Context: an optimization exercise on an open-source flow, tuned for small area, a short achievable clock period and few clock cycles. The choices shown serve that exercise and are no tape-out recipe.
Only simulation tests tie the RTL to the original design; equivalence was not proved.
Power and IR drop assume default switching activity.

==> design/flow/design.v <==
module alu (
    input  logic [31:0] a_i,
    input  logic [31:0] b_i,          
    input  logic [31:0] t_i,          
    input  logic [4:0]  shamt_i,      
    input  logic        sub_i,        
    input  logic        shl_i,        
    input  logic        fill_i,       
    input  logic        cmp_signed_i,
    input  logic [7:0]  sel_i,        
    output logic [31:0] sum_o,        
    output logic [31:0] res_o,
    output logic        eq_o,         
    output logic        lt_o
);
    logic [32:0] aext, bext, sum33;
    assign aext  = {cmp_signed_i & a_i[31], a_i};
    assign bext  = {~cmp_signed_i | b_i[31], b_i};
    assign sum33 = aext + bext + {32'd0, sub_i};
    assign sum_o = sum33[31:0];
    assign lt_o  = sum33[32];
    assign eq_o  = &(a_i ^ b_i);
    logic [31:0] sh_in, sh_out, a_rev, sh_rev;
    always_comb
        for (int i = 0; i < 32; i++) begin
            a_rev[i]  = a_i[31-i];
            sh_rev[i] = sh_out[31-i];
        end
    assign sh_in = shl_i ? a_rev : a_i;
    logic signed [32:0] sh_ext;
    assign sh_ext = $signed({fill_i & a_i[31], sh_in}) >>> shamt_i;
    assign sh_out = sh_ext[31:0];
    assign res_o = ({32{sel_i[0]}} & sum_o)
                 | ({32{sel_i[1]}} & sh_rev)
                 | {31'd0, sel_i[2] & lt_o}
                 | ({32{sel_i[3]}} & (a_i ^ b_i))
                 | ({32{sel_i[4]}} & sh_out)
                 | ({32{sel_i[5]}} & (a_i | b_i))
                 | ({32{sel_i[6]}} & (a_i & b_i))
                 | ({32{sel_i[7]}} & t_i);
endmodule
module reg_file (
    input  logic        clk_i,
    input  logic [4:0]  ad1_i, ad2_i, ad3_i,
    input  logic        we3_i,
    input  logic [31:0] wd3_i,
    output logic [31:0] rd1_o, rd2_o
);
    logic [31:0] regs [1:31];
    always_ff @(posedge clk_i)
        if (we3_i) regs[ad3_i] <= wd3_i;
    logic [31:1] s1, s2;
    always_comb begin
        rd1_o = '0; rd2_o = '0;
        for (int i = 1; i < 32; i++) begin
            s1[i] = (ad1_i == i); s2[i] = (ad2_i == i);
            rd1_o = rd1_o | ({32{s1[i]}} & regs[i]);
            rd2_o = rd2_o | ({32{s2[i]}} & regs[i]);
        end
    end
endmodule
module top #(
    parameter ADDR_WIDTH = 5,
              DATA_WIDTH = 32
)(
    input  logic                  clk,
    input  logic                  rst,
    output logic [DATA_WIDTH-1:0] imem_addr_o,
    input  logic [DATA_WIDTH-1:0] imem_data_i,
    output logic [DATA_WIDTH-1:0] dmem_addr_o,
    output logic [DATA_WIDTH-1:0] dmem_wdata_o,
    output logic                  dmem_we_o,
    input  logic [DATA_WIDTH-1:0] dmem_rdata_i
);
    logic [11:2] pc_f;
    logic [31:0] instr_d;
    logic [11:2] pc_d;
    logic        valid_d, fused_d;
    logic [31:0] a_e, b_e, t_e;
    logic [4:0]  rd_e, shamt_e;
    logic [2:0]  f3_e;
    logic        we_e, load_e, store_e, br_e, jalr_e, pred_e;
    logic        sub_e, shl_e, fill_e, cmps_e;
    logic [7:0]  sel_e;
    logic [31:0] res_m, sd_m;
    logic [4:0]  rd_m;
    logic        we_m, load_m, store_m;
    logic [6:0] op_d;
    logic [4:0] rd_d, rs1_d, rs2_d;
    logic [2:0] f3_d;
    assign op_d  = instr_d[6:0];
    assign rd_d  = instr_d[11:7];
    assign f3_d  = instr_d[14:12];
    assign rs1_d = instr_d[19:15];
    assign rs2_d = instr_d[24:20];
    logic is_lui, is_auipc, is_jal, is_jalr, is_br, is_load, is_store, is_opimm, is_op;
    assign is_br    =  op_d[6] & ~op_d[2];
    assign is_jalr  =  op_d[6] &  op_d[2] & ~op_d[3];
    assign is_jal   =  op_d[6] &  op_d[3];
    assign is_lui   = ~op_d[6] &  op_d[2] &  op_d[5];
    assign is_auipc = ~op_d[6] &  op_d[2] & ~op_d[5];
    assign is_op    = ~op_d[6] & ~op_d[2] &  op_d[4] &  op_d[5];
    assign is_opimm = ~op_d[6] & ~op_d[2] &  op_d[4] & ~op_d[5];
    assign is_store = ~op_d[6] & ~op_d[2] & ~op_d[4] &  op_d[5];
    assign is_load  = ~op_d[6] & ~op_d[2] & ~op_d[4] & ~op_d[5];
    logic uses1_d, uses2_d, we_d;
    assign uses1_d = ~(is_lui | is_auipc | is_jal);
    assign uses2_d = is_op | is_br | is_store;
    assign we_d    = ~(is_br | is_store) & (rd_d != 5'd0);
    logic [31:0] imm_i, imm_s, imm_b, imm_u, imm_j;
    assign imm_i = {{20{instr_d[31]}}, instr_d[31:20]};
    assign imm_s = {{20{instr_d[31]}}, instr_d[31:25], instr_d[11:7]};
    assign imm_b = {{20{instr_d[31]}}, instr_d[7], instr_d[30:25], instr_d[11:8], 1'b0};
    assign imm_u = {instr_d[31:12], 12'b0};
    assign imm_j = {{12{instr_d[31]}}, instr_d[19:12], instr_d[20], instr_d[30:21], 1'b0};
    logic [11:2] pc_imm;
    logic [12:2] pc_4;
    assign pc_imm  = pc_d + imm_b[11:2];
    assign pc_4    = {1'b0, pc_d} + 11'd1;
    logic [31:0] rf1, rf2;
    reg_file regfile (
        .clk_i (clk),
        .ad1_i (rs1_d),
        .ad2_i (rs2_d),
        .ad3_i (rd_m),
        .we3_i (we_m),
        .wd3_i (mem_val),
        .rd1_o (rf1),
        .rd2_o (rf2)
    );
    logic [31:0] ex_res, mem_val;
    logic        e1, m1, e2, m2;
    assign e1 = we_e & (rs1_d == rd_e);
    assign m1 = we_m & (rs1_d == rd_m);
    assign e2 = we_e & (rs2_d == rd_e);
    assign m2 = we_m & (rs2_d == rd_m);
    logic [31:0] old1, old2, src1, src2;
    assign old1 = m1 ? mem_val : rf1;
    assign old2 = m2 ? mem_val : rf2;
    assign src1 = e1 ? ex_res : old1;
    assign src2 = e2 ? ex_res : old2;
    logic sub_d;
    assign sub_d = is_br | ((is_op | is_opimm) & f3_d[2:1] == 2'b01) |
                   (is_op & f3_d == 3'b000 & instr_d[30]);
    logic back_d, stall, ex_redirect;
    logic [11:2] ex_target;
    assign back_d      = is_br & (instr_d[31] | f3_d == 3'b001);    
    assign stall       = valid_d & load_e &
                         ((uses1_d & rs1_d == rd_e) | (uses2_d & rs2_d == rd_e));
    assign imem_addr_o = {20'd0, pc_f, 2'b00};
    logic [31:0] iw;
    logic        if_jal, if_br, if_fuse;
    logic [11:2] jal_target, br_target, fuse_target;
    assign iw          = imem_data_i;
    assign if_jal      = iw[6] & iw[3];
    assign if_br       = iw[6] & ~iw[2] & (iw[31] | iw[14:12] == 3'b001);
    assign jal_target  = pc_f + {iw[20], iw[30:22]};
    assign br_target   = pc_f + {iw[7], iw[30:25], iw[11:9]};
    assign if_fuse     = valid_d & is_auipc & (rd_d != 5'd0) &
                         iw[6] & iw[2] & ~iw[3] & (iw[19:15] == rd_d);
    assign fuse_target = pc_d + iw[31:22];
    logic        s_ex, s_st, s_keep, s_fu, s_j, s_b, s_inc;
    logic [11:2] pc_next;
    assign s_ex   = ex_redirect;
    assign s_st   = ~ex_redirect & stall;
    assign s_keep = ~ex_redirect & ~stall;
    assign s_fu   = s_keep & if_fuse;
    assign s_j    = s_keep & if_jal;
    assign s_b    = s_keep & if_br;
    assign s_inc  = s_keep & ~if_fuse & ~if_jal & ~if_br;
    assign pc_next = ({10{s_ex}}  & ex_target)
                   | ({10{s_st}}  & pc_d)
                   | ({10{s_fu}}  & fuse_target)
                   | ({10{s_j}}   & jal_target)
                   | ({10{s_b}}   & br_target)
                   | ({10{s_inc}} & (pc_f + 10'd1));
    always_ff @(posedge clk, posedge rst)
        if (rst) begin
            pc_f    <= 10'd0;
            valid_d <= 1'b0;
        end else begin
            pc_f    <= pc_next;
            valid_d <= ~(ex_redirect | stall);
        end
    always_ff @(posedge clk) begin
        instr_d <= imem_data_i;
        pc_d    <= pc_f;
        fused_d <= if_fuse;
    end
    logic issue;
    assign issue = valid_d & ~stall & ~ex_redirect;
    always_ff @(posedge clk, posedge rst)
        if (rst) begin
            we_e    <= 1'b0;
            load_e  <= 1'b0;
            store_e <= 1'b0;
            br_e    <= 1'b0;
            jalr_e  <= 1'b0;
        end else begin
            we_e    <= issue & we_d;
            load_e  <= issue & is_load & (rd_d != 5'd0);
            store_e <= issue & is_store;
            br_e    <= issue & is_br;
            jalr_e  <= issue & is_jalr & ~fused_d;
        end
    always_ff @(posedge clk) begin
        rd_e   <= rd_d;
        pred_e <= back_d;
        a_e    <= src1;
        b_e    <= {32{sub_d}} ^ ((is_op | is_br) ? src2 : (is_store ? imm_s : imm_i));
        if (is_store)                       t_e <= src2;
        else if (is_lui)                    t_e <= imm_u;
        else if (is_auipc)                  t_e <= {imm_u[31:12], pc_d, 2'b00};
        else if (is_jal | is_jalr | back_d) t_e <= {19'd0, pc_4, 2'b00};
        else                                t_e <= {20'd0, pc_imm, 2'b00};
        f3_e   <= f3_d;
        sub_e  <= sub_d;
        shamt_e <= is_op ? src2[4:0] : instr_d[24:20];
        shl_e  <= f3_d == 3'b001;
        fill_e <= instr_d[30] & f3_d == 3'b101;
        cmps_e <= is_br ? ~f3_d[1] : ~f3_d[0];
        sel_e  <= {is_lui | is_auipc | is_jal | is_jalr,
                   (is_op | is_opimm) & f3_d == 3'b111,
                   (is_op | is_opimm) & f3_d == 3'b110,
                   (is_op | is_opimm) & f3_d == 3'b101,
                   (is_op | is_opimm) & f3_d == 3'b100,
                   (is_op | is_opimm) & f3_d[2:1] == 2'b01,
                   (is_op | is_opimm) & f3_d == 3'b001,
                   ((is_op | is_opimm) & f3_d == 3'b000) | is_load | is_store};
    end
    logic [31:0] sum, alu_res;
    logic eq, lt, taken;
    alu alu (
        .a_i          (a_e),
        .b_i          (b_e),
        .shamt_i      (shamt_e),
        .t_i          (t_e),
        .sub_i        (sub_e),
        .shl_i        (shl_e),
        .fill_i       (fill_e),
        .cmp_signed_i (cmps_e),
        .sel_i        (sel_e),
        .sum_o        (sum),
        .res_o        (alu_res),
        .eq_o         (eq),
        .lt_o         (lt)
    );
    assign ex_res      = alu_res;
    assign taken       = f3_e[0] ^ (f3_e[2] ? lt : eq);
    assign ex_redirect = jalr_e | (br_e & (taken ^ pred_e));
    assign ex_target   = jalr_e ? sum[11:2] : t_e[11:2];
    always_ff @(posedge clk, posedge rst)
        if (rst) begin
            we_m    <= 1'b0;
            store_m <= 1'b0;
        end else begin
            we_m    <= we_e;
            store_m <= store_e;
        end
    always_ff @(posedge clk) begin
        res_m  <= ex_res;
        sd_m   <= t_e;
        rd_m   <= rd_e;
        load_m <= load_e;
    end
    assign dmem_addr_o  = res_m;
    assign dmem_wdata_o = sd_m;
    assign dmem_we_o    = store_m;
    assign mem_val      = load_m ? dmem_rdata_i : res_m;
endmodule
==> design/flow/flow/run.sh <==
#!/bin/bash
set -e
export SETUP_SLACK_MARGIN=8.3
export CTS_ARGS="-sink_clustering_enable -repair_clock_nets -dont_use_dummy_load -sink_clustering_size 25 -sink_clustering_max_diameter 80 -buf_list sky130_fd_sc_hd__clkbuf_16"
bash standard.sh > standard.log 2>&1
==> design/flow/standard.sh <==
#!/bin/bash
# synth_recipe.tcl (not shown) runs the flow's synth.tcl, then flattens the netlist and writes it again
# the make line also repeats each setting of config.mk as NAME=value (left out here)
make -C /OpenROAD-flow-scripts/flow DESIGN_CONFIG=/design/flow/config.mk WORK_HOME=/design/flow/orfs CLKGATE_MAP_FILE= SYNTH_SCRIPT=/design/flow/synth_recipe.tcl "${@:-finish}"
==> design/flow/config.mk <==
export PLATFORM = sky130hd
export DESIGN_NAME = top
export DESIGN_NICKNAME = top
export VERILOG_FILES = /design/flow/design.v
export SDC_FILE = /design/flow/constraint.sdc
export NUM_CORES = 4
export LEC_CHECK = 0
export CAP_MARGIN = 20
export CORE_MARGIN = 2
export CORE_UTILIZATION = 45
export SLEW_MARGIN = 20
==> design/flow/constraint.sdc <==
create_clock -name core_clock -period 12.0 [get_ports {clk}]
set_input_delay 2.4000 -clock core_clock [delete_from_list [all_inputs] [get_ports {clk}]]
set_output_delay 2.4000 -clock core_clock [all_outputs]
set_load 0.01 [all_outputs]
==> results.py, run 1 <==
metrics = {
    "status": {
        "status": "finished clean",
    },
    "clocking": {
        "path_clk_slew_ps": 80,
        "clk_latency_ps": 720,
        "cts.path.max_buffers": 3,
        "root_buffer": "clkbuf_16",
        "h-tree-depth": 3,
        "hold_buffers": 0,
        "clock_sinks": 1242,
        "tritoncts": "yes",
        "numCtsBuffers": 70,
    },
    "global_routing": {
        "gr-total-overflow": 0,
        "antenna_found_initial": 18,
        "grt_pass1_wl_mm": 387,
        "grt_usage": 0.426,
        "grt_pass1_vias": 46700,
        "grt_max_degree": 62,
    },
    "sta": {
        "worstMarginPinSlew_ps": 1190,
        "relSlewSlack": 0.206,
        "hold_viol": 0,
        "max_freq_ghz": 0.253,
        "finalCritPeriodShare": 0.329,
        "setup_viol": 0,
        "skew_ps": 117,
        "rsz0062_at_grt": "yes",
        "finalCriticalPeriod_ps": 3950,
        "slew_viol_final": 0,
        "tns_ps": 0,
        "hold_slack_ps": 359,
    },
    "power": {
        "powerDensity_mw_per_mm2": 163,
        "finalPower_mw": 10.9,
        "leakage_nw": 23.1,
        "ir_worst_vdd_v": 0.0000849,
    },
    "placement": {
        "place_congestion": 1.02,
        "port_buffers": 138,
        "hpwl_mm": 163,
    },
    "drt": {
        "ant_nets": 0,
        "post_drt_via_cell_ratio": 7.73,
        "route.detailed.drc": 0,
        "dr_total_vias": 51300,
        "drtIter0Drc": 11600,
        "wl_per_cell_um": 44.1,
        "firstDrtPassIters": 14,
        "wirelength_mm": 293,
    },
    "final_layout": {
        "nets": 5062,
        "multi_input_area_mm2": 0.0235,
        "area_growth_syn_to_layout_pct": 14.7,
        "layout-drive-gt1-share": 0.183,
        "seqCellArea_mm2": 0.0350,
        "final_util": 0.521,
        "fillers": 10900,
    },
    "yosys": {
        "synthMuxAreaShare": 0.0453,
        "synth_xor_area_frac": 0.0176,
        "synth_cell_type_count": 80,
        "ys.flop_type": "edfxtp_1",
        "synth_area_mm2": 0.0582,
        "yosys.area_share.simple": 0.0825,
        "synth_seq_cells": 1242,
        "synth_compound_area_frac": 0.198,
        "synth_top_area_share": 0.512,
        "seq_area_frac_synth": 0.599,
        "syn_avg_cell_area_um2": 12.3,
        "synth_largest_area_cell": "edfxtp_1",
        "synth.most_common_cell": "edfxtp_1",
        "synth_fa_ha_area_frac": 0.0227,
        "synthTopCellsByCount": "992 x edfxtp_1, 722 x a22oi_1, 289 x clkbuf_1, 277 x nor2_1, 266 x nand2_1",
        "ys_top_cells_by_area": "edfxtp_1 51%, a22oi_1 9.3%, dfxtp_1 8.0%",
        "async_reset_ff_frac": 0.0145,
        "ys_warn_count": 3,
        "synth-edff-count": 992,
        "synth_top_family_by_area": "compound AO/OA/AOI/OAI gates",
        "netlist_instances": 4727,
    },
    "critical_path": {
        "arrival_ps": 4450,
        "path_class": "in2reg",
        "worstSetupStartpointType": "input port",
        "endpoint_kind": "register",
        "critPathRequiredTime_ps": 12500,
        "crit_fanout": 33,
    },
    "floorplanning": {
        "core_area_mm2": 0.128,
        "die_w_um": 364,
        "dieHeight_um": 364,
        "rows": 131,
        "num_io_pins": 163,
        "start_util": 0.455,
        "die-area_mm2": 0.132,
    },
    "min_path": {
        "min_path_type": "reg2reg",
    },
    "flow_run": {
        "maxCapViolCount": 0,
    },
}
-- area by class of cell --
cell class                      count  area share
Antenna cell                       19    0.000712
Tap cell                         1729      0.0324
Sequential cell                  1242       0.525
Clock buffer                       70      0.0262
Inverter                          126     0.00709
Multi-Input combinational cell   3020       0.352
Timing Repair Buffer              434      0.0560
-- per-stage QoR --
| stage | setup slack [ps] | area, um2 | cells |
|---|---|---|---|
| 3_3_place_gp | 6900 | 62200 | 6397 |
| 5_1_grt | 8080 | 66700 | 6622 |
| 4_1_cts | 8100 | 65600 | 6553 |
| 3_5_place_dp | 6910 | 62200 | 6397 |
| 6_report | 8050 | 66800 | 6640 |
| 2_1_floorplan | 7750 | 58400 | 4748 |
-- critical path: stages --
cell             delay, ps
clkdlybuf4s50_1        460
mux2_4                 390
o21ai_0                300
mux2i_2                500
o21ai_0                200
xnor2_1                180
-- placed cells by master (no fill, tap or decap), types with 127 or more instances in the layout --
master	n
a21oi_1	127
dfxtp_1	171
buf_4	258
nand2_1	260
nand3_1	162
a22oi_1	721
nor2_1	172
edfxtp_1	992
-- flip-flops by register name, indices dropped and copies added (netlist names), 2 cells and up --
register and count:
regfile.regs 992, a_e 32, b_e 32, res_m 32
sd_m 32, t_e 32, instr_d 30, pc_d 10
pc_f 10, sel_e 8, rd_e 5, rd_m 5
shamt_e 5, f3_e 2
-- kinds of logic (layout without fill, tap and decap cells) --
kind of cell    Yosys count  count (layout)
xor+xnor                117             117
other cells               1              41
fa+ha+maj               102             102
mux                     195             201
simple gates           1017            1017
compound gates         1561            1561
flops                  1242            1242
buf+inv                 492             630
-- worst paths after layout --
kind,startpoint,endpoint,slack [ps],cells after the start
min in group asynchronous,rst,valid_d,2160,2
min,t_e[14],sd_m[14],360,0
max,dmem_rdata_i[13],b_e[13],8050,6
min reg2reg,t_e[14],sd_m[14],360,0
max in group asynchronous,rst,pc_f[11],9240,2
max reg2reg,instr_d[23],b_e[13],8060,13
-- report_power, final --
part           switching [mW]  total [mW]  leakage (nW)  internal (mW)
logic                    1.91        2.99          11.0           1.08
registers               0.273        5.42          11.3           5.14
clock network            1.41        2.45         0.863           1.04
total                    3.59        10.9          23.1           7.27
-- metal layers --
metal | vias to the layer above | part of all wire | wire length [um] | GRT usage
li1 | 19200 | - | - | -
met1 | 24800 | 0.33 | 95200 | 0.514
met2 | 5643 | 0.41 | 119000 | 0.614
met3 | 1707 | 0.17 | 49500 | 0.183
met4 | 16 | 0.096 | 28200 | 0.301
met5 | - | 0.00075 | 218 | 0.00182
-- what timing repair did --
action | in CTS | in global routing
endpoints found under the setup margin | 212 | 101
pin swaps | 73 | 83
buffers inserted | 83 | 62
cloned | 3 | 6
endpoints found under the hold margin | 0 | 0
resized for setup | 465 | 164
Testbench counts, summed over its fixed seeds: cycles 26,215.
==> run 2, diff against run 1 <==
==> design/flow/flow/run.sh (replaced) <==
#!/bin/bash
set -e
export SETUP_SLACK_MARGIN=8.4
export CTS_ARGS="-sink_clustering_enable -repair_clock_nets -dont_use_dummy_load -sink_clustering_size 25 -sink_clustering_max_diameter 80 -buf_list sky130_fd_sc_hd__clkbuf_16"
bash standard.sh > standard.log 2>&1
==> run 2 against run 1 <==
  * Flip-flop and latch count is the same
  * Global-route usage is essentially flat
  * Sequential power is essentially flat
  * Clock skew fell by 33 ps
  * Sequential share of layout area is 0.056 points lower
  * Core utilization is 0.085 points higher
  * Setup slack better by 130 ps
  * Register-to-register slack better by 120 ps
  * Combinational power up 3%
  * Critical path depth grew 5
  * Largest cell class unchanged
  * Largest power group unchanged
  * Highest routed layer unchanged
==> results.py, run 2 <==
metrics = {
    "power": {
        "leakage_nw": 23.1,
        "power_frac_comb": 0.286,
        "ir_worst_vdd_v": 0.000120,
        "powerDensity_mw_per_mm2": 162,
        "seqPwrFrac": 0.503,
        "intPower_mw": 7.20,
        "finalPower_mw": 10.8,
        "switchingPower_mw": 3.62,
        "power_frac_clock": 0.211,
        "switching_share": 0.335,
    },
    "yosys": {
        "synthTopCellsByCount": "992 x edfxtp_1, 722 x a22oi_1, 289 x clkbuf_1, 277 x nor2_1, 266 x nand2_1",
        "synth-edff-count": 992,
        "synth_seq_cells": 1242,
        "netlist_instances": 4727,
        "syn_avg_cell_area_um2": 12.3,
        "ys_top_cells_by_area": "edfxtp_1 51%, a22oi_1 9.3%, dfxtp_1 8.0%",
        "synth_largest_area_cell": "edfxtp_1",
        "synth_area_mm2": 0.0582,
        "synth_top_area_share": 0.512,
        "seq_area_frac_synth": 0.599,
        "ys_warn_count": 3,
        "synth_cell_type_count": 80,
        "synth.most_common_cell": "edfxtp_1",
        "async_reset_ff_frac": 0.0145,
        "ys.flop_type": "edfxtp_1",
    },
    "final_layout": {
        "top_register": "regfile.regs",
        "layout-drive-gt1-share": 0.198,
        "largest_register_ffs": 992,
        "final_cell_mix": "992 x edfxtp_1, 719 x a22oi_1, 259 x nand2_1",
        "stdcell_count": 6629,
        "layout_commonest_cell": "edfxtp_1",
        "nets": 5059,
        "area_growth_syn_to_layout_pct": 14.8,
    },
    "floorplanning": {
        "die_w_um": 364,
        "rows": 131,
        "start_util": 0.455,
        "num_io_pins": 163,
        "core_area_mm2": 0.128,
        "die-area_mm2": 0.132,
        "dieHeight_um": 364,
    },
    "critical_path": {
        "crit_fanout": 8,
        "critPathRequiredTime_ps": 12600,
        "cp_slowest_cell": "ha_1",
        "worst-path-buf-inv": 2,
        "cp_top_family": "compound AO/OA/AOI/OAI gates",
        "r2r_setup_slack_ps": 8180,
        "reg2reg_depth": 11,
        "arrival_ps": 4420,
        "endpoint_kind": "register",
        "path_cells": "inv_1, ha_1, nand2_1, o21a_1, a31oi_4, buf_12, o2111ai_4, a211o_4, and4b_4, a222oi_1, nand4_1",
        "r2r_start": "a_e[13]",
        "path_class": "reg2reg",
        "cp_slowest_stage_delay_ps": 560,
        "r2r-end": "pc_f[2]",
        "worstSetupStartpointType": "register",
    },
    "sta": {
        "rsz0062_at_grt": "yes",
        "worstMarginPinSlew_ps": 1220,
        "finalCritPeriodShare": 0.318,
        "finalCriticalPeriod_ps": 3820,
        "max_freq_ghz": 0.262,
        "setup_viol": 0,
        "relSlewSlack": 0.186,
        "hold_viol": 0,
        "hold_slack_ps": 371,
        "tns_ps": 0,
        "skew_ps": 84.0,
        "slew_viol_final": 0,
    },
    "global_routing": {
        "grt_max_degree": 59,
        "antenna_found_initial": 25,
        "gr-total-overflow": 0,
        "grt_pass1_vias": 46600,
        "grt_usage": 0.426,
        "grt_pass1_wl_mm": 387,
    },
    "clocking": {
        "numCtsBuffers": 61,
        "tritoncts": "yes",
        "cts.path.max_buffers": 3,
        "clk_latency_ps": 790,
        "path_clk_slew_ps": 100,
        "hold_buffers": 0,
        "clock_sinks": 1242,
        "h-tree-depth": 2,
        "root_buffer": "clkbuf_16",
    },
    "drt": {
        "ant_nets": 0,
        "drtIter0Drc": 11500,
        "route.detailed.drc": 0,
        "firstDrtPassIters": 11,
        "wirelength_mm": 295,
        "post_drt_via_cell_ratio": 7.73,
        "dr_total_vias": 51300,
        "wl_per_cell_um": 44.5,
    },
    "placement": {
        "hpwl_mm": 162,
        "port_buffers": 138,
        "dp_cells": 6398,
        "place_congestion": 0.985,
    },
    "min_path": {
        "min_path_type": "reg2reg",
        "worstHoldPathCells": 0,
        "holdPathEnd": "sd_m[10]",
        "min-delay-start": "t_e[10]",
    },
    "status": {
        "status": "finished clean",
    },
    "flow_run": {
        "maxCapViolCount": 0,
    },
}
run 2: logic make-up after synthesis:
logic type / count (synthesis) / share of synthesized area
flops: 1242 / 0.599
other cells: 1 / 0.0000644
compound gates: 1561 / 0.198
buf+inv: 492 / 0.0344
fa+ha+maj: 102 / 0.0227
simple gates: 1017 / 0.0825
xor+xnor: 117 / 0.0176
mux: 195 / 0.0453
run 2: layout make-up:
cell class | instances | area [um2]
Antenna cell | 11 | 27.5
Fill cell | 10900 | 61200
Inverter | 126 | 473
Sequential cell | 1242 | 35100
Clock buffer | 61 | 1530
Multi-Input combinational cell | 3025 | 23700
Tap cell | 1729 | 2160
Timing Repair Buffer | 435 | 3850
run 2: layer usage:
layer | wire, um | vias to the layer above | track usage
li1 | - | 19200 | -
met1 | 94700 | 24800 | 0.510
met2 | 120000 | 5583 | 0.619
met3 | 51400 | 1692 | 0.186
met4 | 28700 | 32 | 0.288
met5 | 513 | - | 0.00763
run 2: how the worst max path moves through the flow:
| stage | from | endpoint | slack (ps) | cells after the start |
|---|---|---|---|---|
| after floorplan | imem_data_i[9] | pc_f[10] | 7750 | 13 |
| after global placement | dmem_rdata_i[3] | b_e[3] | 6660 | 8 |
| after detailed placement | dmem_rdata_i[3] | b_e[3] | 6640 | 8 |
| after CTS | a_e[0] | pc_f[2] | 8220 | 14 |
| after global routing | imem_data_i[9] | pc_f[10] | 8130 | 14 |
| final | a_e[13] | pc_f[2] | 8180 | 11 |
run 2: power groups by stage:
stage	clock, mW	sequential, mW	combinational [mW]
after global placement	0	5.52	2.44
after CTS	2.26	5.41	2.73
final	2.28	5.44	3.09
after global routing	2.40	5.45	3.22
after floorplan	0	5.40	1.47
after detailed placement	0	5.52	2.45
run 2: per-stage QoR:
stage / setup WS, ps / cell area, um2 / util
6_report: 8180 / 66900 / 0.522
5_1_grt: 8130 / 66800 / 0.522
4_1_cts: 8220 / 65500 / 0.511
3_5_place_dp: 6640 / 62300 / 0.486
3_3_place_gp: 6660 / 62300 / 0.486
2_1_floorplan: 7750 / 58400 / -
run 2: what timing repair did:
item                                   CTS  global route
setup endpoints to repair              214           112
gates resized for setup                679           194
endpoints found under the hold margin    0             0
pin swaps                               69            93
gates cloned                             4            11
buffers inserted                        84            60
==> run 3, diff against run 2 <==
==> design/flow/flow/run.sh (replaced) <==
#!/bin/bash
set -e
export SETUP_SLACK_MARGIN=8.3
export CTS_ARGS="-sink_clustering_enable -repair_clock_nets -dont_use_dummy_load -sink_clustering_size 25 -sink_clustering_max_diameter 80 -buf_list sky130_fd_sc_hd__clkbuf_16"
bash standard.sh > standard.log 2>&1
--- a/design/flow/config.mk
+++ b/design/flow/config.mk
@@ -7,5 +7,5 @@
 export LEC_CHECK = 0
 export CAP_MARGIN = 20
 export CORE_MARGIN = 2
-export CORE_UTILIZATION = 45
+export CORE_UTILIZATION = 50
 export SLEW_MARGIN = 20
==> run 3 against run 2 <==
  * Still clean on timing, DRC and antenna
  * Combinational power shrank 6.8%
  * Power shrank 2.2%
  * Via count shrank 1.5%
  * Final cell count shrank 3.8%
  * First-iteration DRC count shrank 4.7%
  * Synthesized area is the same
  * Core utilization grew 4.5 points
  * Non-clock buffer count shrank 36
  * Flip-flop and latch count is the same
  * Sequential share of layout area grew 0.89 points
  * Die area shrank 9.9%
  * Critical endpoint is now dmem_addr_o[8]
==> results.py, run 3 <==
metrics = {
    "sta": {
        "slew_viol_final": 0,
        "max_freq_ghz": 0.259,
        "finalCriticalPeriod_ps": 3860,
        "tns_ps": 0,
        "finalCritPeriodShare": 0.322,
        "hold_slack_ps": 358,
        "relSlewSlack": 0.209,
        "layout_setup_ws_ps": 8140,
        "hold_viol": 0,
        "rsz0062_at_grt": "yes",
        "skew_ps": 115,
        "worstMarginPinSlew_ps": 1190,
        "setup_viol": 0,
    },
    "yosys": {
        "ys_warn_count": 3,
        "synthTopCellsByCount": "992 x edfxtp_1, 722 x a22oi_1, 289 x clkbuf_1, 277 x nor2_1, 266 x nand2_1",
        "synth_cell_type_count": 80,
        "synth-edff-count": 992,
        "ys_top_cells_by_area": "edfxtp_1 51%, a22oi_1 9.3%, dfxtp_1 8.0%",
        "async_reset_ff_frac": 0.0145,
        "synth_largest_area_cell": "edfxtp_1",
        "synth_top_area_share": 0.512,
        "ys.flop_type": "edfxtp_1",
        "netlist_instances": 4727,
        "syn_avg_cell_area_um2": 12.3,
        "synth_seq_cells": 1242,
        "synth_area_mm2": 0.0582,
        "synth.most_common_cell": "edfxtp_1",
        "seq_area_frac_synth": 0.599,
    },
    "global_routing": {
        "grt_usage": 0.455,
        "grt_pass1_vias": 46600,
        "antenna_found_initial": 11,
        "gr-total-overflow": 0,
        "grt_pass1_wl_mm": 377,
        "grt_max_degree": 66,
    },
    "final_layout": {
        "layout-drive-gt1-share": 0.177,
        "nets": 5016,
        "area_growth_syn_to_layout_pct": 12.8,
        "top_register": "regfile.regs",
        "layout_commonest_cell": "edfxtp_1",
        "largest_register_ffs": 992,
        "final_cell_mix": "992 x edfxtp_1, 717 x a22oi_1, 261 x nand2_1",
        "stdcell_count": 6378,
    },
    "drt": {
        "route.detailed.drc": 0,
        "post_drt_via_cell_ratio": 7.92,
        "dr_total_vias": 50500,
        "wirelength_mm": 284,
        "wl_per_cell_um": 44.5,
        "firstDrtPassIters": 12,
        "drtIter0Drc": 10900,
        "ant_nets": 0,
    },
    "critical_path": {
        "endpoint_kind": "output pin",
        "critPathRequiredTime_ps": 9600,
        "r2r_setup_slack_ps": 8160,
        "arrival_ps": 1460,
        "worstSetupStartpointType": "register",
        "cp_slowest_cell": "dfxtp_2",
        "crit_fanout": 3,
        "path_class": "reg2out",
        "endpoint": "dmem_addr_o[8]",
        "path_cells": "clkdlybuf4s15_2",
        "crit_path_start": "res_m[8]",
        "reg2reg_depth": 12,
        "r2r-end": "b_e[6]",
        "cp_top_family": "flip-flops",
        "worst-path-buf-inv": 1,
        "r2r_start": "instr_d[22]",
        "cp_slowest_stage_delay_ps": 500,
        "crit_cells": 1,
    },
    "clocking": {
        "cts.path.max_buffers": 3,
        "clock_sinks": 1242,
        "path_clk_slew_ps": 60,
        "hold_buffers": 0,
        "tritoncts": "yes",
        "clk_latency_ps": 800,
        "numCtsBuffers": 61,
        "h-tree-depth": 2,
        "root_buffer": "clkbuf_16",
    },
    "min_path": {
        "min_path_type": "reg2reg",
    },
    "placement": {
        "dp_cells": 6188,
        "hpwl_mm": 160,
        "place_congestion": 0.983,
        "port_buffers": 138,
        "dp_slack_ps": 6880,
    },
    "power": {
        "powerDensity_mw_per_mm2": 161,
        "finalPower_mw": 10.6,
        "ir_worst_vdd_v": 0.000137,
        "leakage_nw": 22.7,
    },
    "floorplanning": {
        "num_io_pins": 163,
        "die_w_um": 345,
        "dieHeight_um": 345,
        "start_util": 0.502,
        "core_area_mm2": 0.116,
        "die-area_mm2": 0.119,
        "rows": 125,
    },
    "flow_run": {
        "maxCapViolCount": 0,
    },
    "status": {
        "status": "finished clean",
    },
}
## run 3: cell types whose count changed in the layout (fill, tap and decap cells not counted), moves of 10 or more
cell             delta
buf_2              -10
dfxtp_2            -11
dfxtp_1            +14
buf_4              -24
clkbuf_2           +18
clkdlybuf4s15_2    +12
buf_6              -45
clkdlybuf4s15_1    +11
## run 3: routing by layer
layer,wire (um),track usage,share of wire
met5,208,0.0100,0.00073
met4,26800,0.312,0.094
met3,49600,0.190,0.17
met2,116000,0.659,0.41
met1,91100,0.552,0.32
## run 3: worst min-delay path by stage
stage,from,endpoint,slack [ps],depth (start not counted)
after detailed placement,store_e,store_m,340,0
after floorplan,t_e[0],sd_m[0],330,0
final,t_e[13],sd_m[13],360,0
after global routing,t_e[13],sd_m[13],370,0
after CTS,t_e[13],sd_m[13],360,0
after global placement,store_e,store_m,340,0
## run 3: area by class of cell
class                           instances  area (um2)
Multi-Input combinational cell       3018       23300
Inverter                              126         473
Clock buffer                           61        1530
Sequential cell                      1242       35000
Tap cell                             1524        1910
Timing Repair Buffer                  399        3410
Antenna cell                            8        20.0
Fill cell                            9645       50200
## run 3: where the power goes
part / switching, mW / internal, mW / leakage, nW / total [mW]
logic: 1.86 / 1.03 / 10.7 / 2.88
registers: 0.272 / 5.15 / 11.3 / 5.42
clock network: 1.38 / 0.900 / 0.752 / 2.28
total: 3.51 / 7.07 / 22.7 / 10.6
## run 3: cell families after synthesis
family                     count (synthesis)  synth area share
buffers and inverters                    492            0.0344
and+or+nand+nor                         1017            0.0825
AOI/OAI and AO/OA                       1561             0.198
other                                      1         0.0000644
muxes                                    195            0.0453
adders and majority gates                102            0.0227
xor gates and xnor gates                 117            0.0176
DFF                                     1242             0.599
## run 3: timing repair
item	in CTS	in global routing
gates cloned	1	5
pin swaps	62	53
buffers inserted	83	32
setup endpoints to repair	205	127
gates resized for setup	470	180
## run 3: through the flow
step / instance area, um2 / util
finish: 65700 / 0.567
global route: 65700 / 0.567
CTS: 64900 / 0.560
detailed placement: 61900 / 0.535
global placement: 61900 / 0.534
floorplan: 58400 / -

-- re-timing with driven ports --
In the flow no input, the clock included, has a driving cell. The finished layouts below were timed again as built, in two steps. Step 1: set_driving_cell puts a clkbuf_16 on clk and a buf_2 on each other input, an assumption about the parent block. Step 2, shift: input delay + t, output delay - t, t = (earliest + latest rising clock arrival at the registers) / 2. This alone moves slack from input paths to output paths. a / b / c = ideal ports / drivers / drivers and shift; a / b = the first two.
| run | t (ns) | setup WS [ns] | hold slack, ns | worst register clock-pin slew, ns |
|---|---|---|---|---|
| run 1 | 0.738 | 8.051 / 8.036 / 7.312 | 0.359 / 0.359 / 0.359 | 0.11 / 0.11 |
| run 2 | 0.823 | 8.183 / 8.108 / 7.492 | 0.371 / 0.371 / 0.371 | 0.11 / 0.11 |
| run 3 | 0.822 | 8.138 / 8.060 / 7.413 | 0.358 / 0.358 / 0.358 | 0.11 / 0.11 |
After both steps setup and hold are still met in every run listed. The setup slack of run 1, which loses most, moves by -0.015 ns with the drivers and by -0.739 ns with both steps.
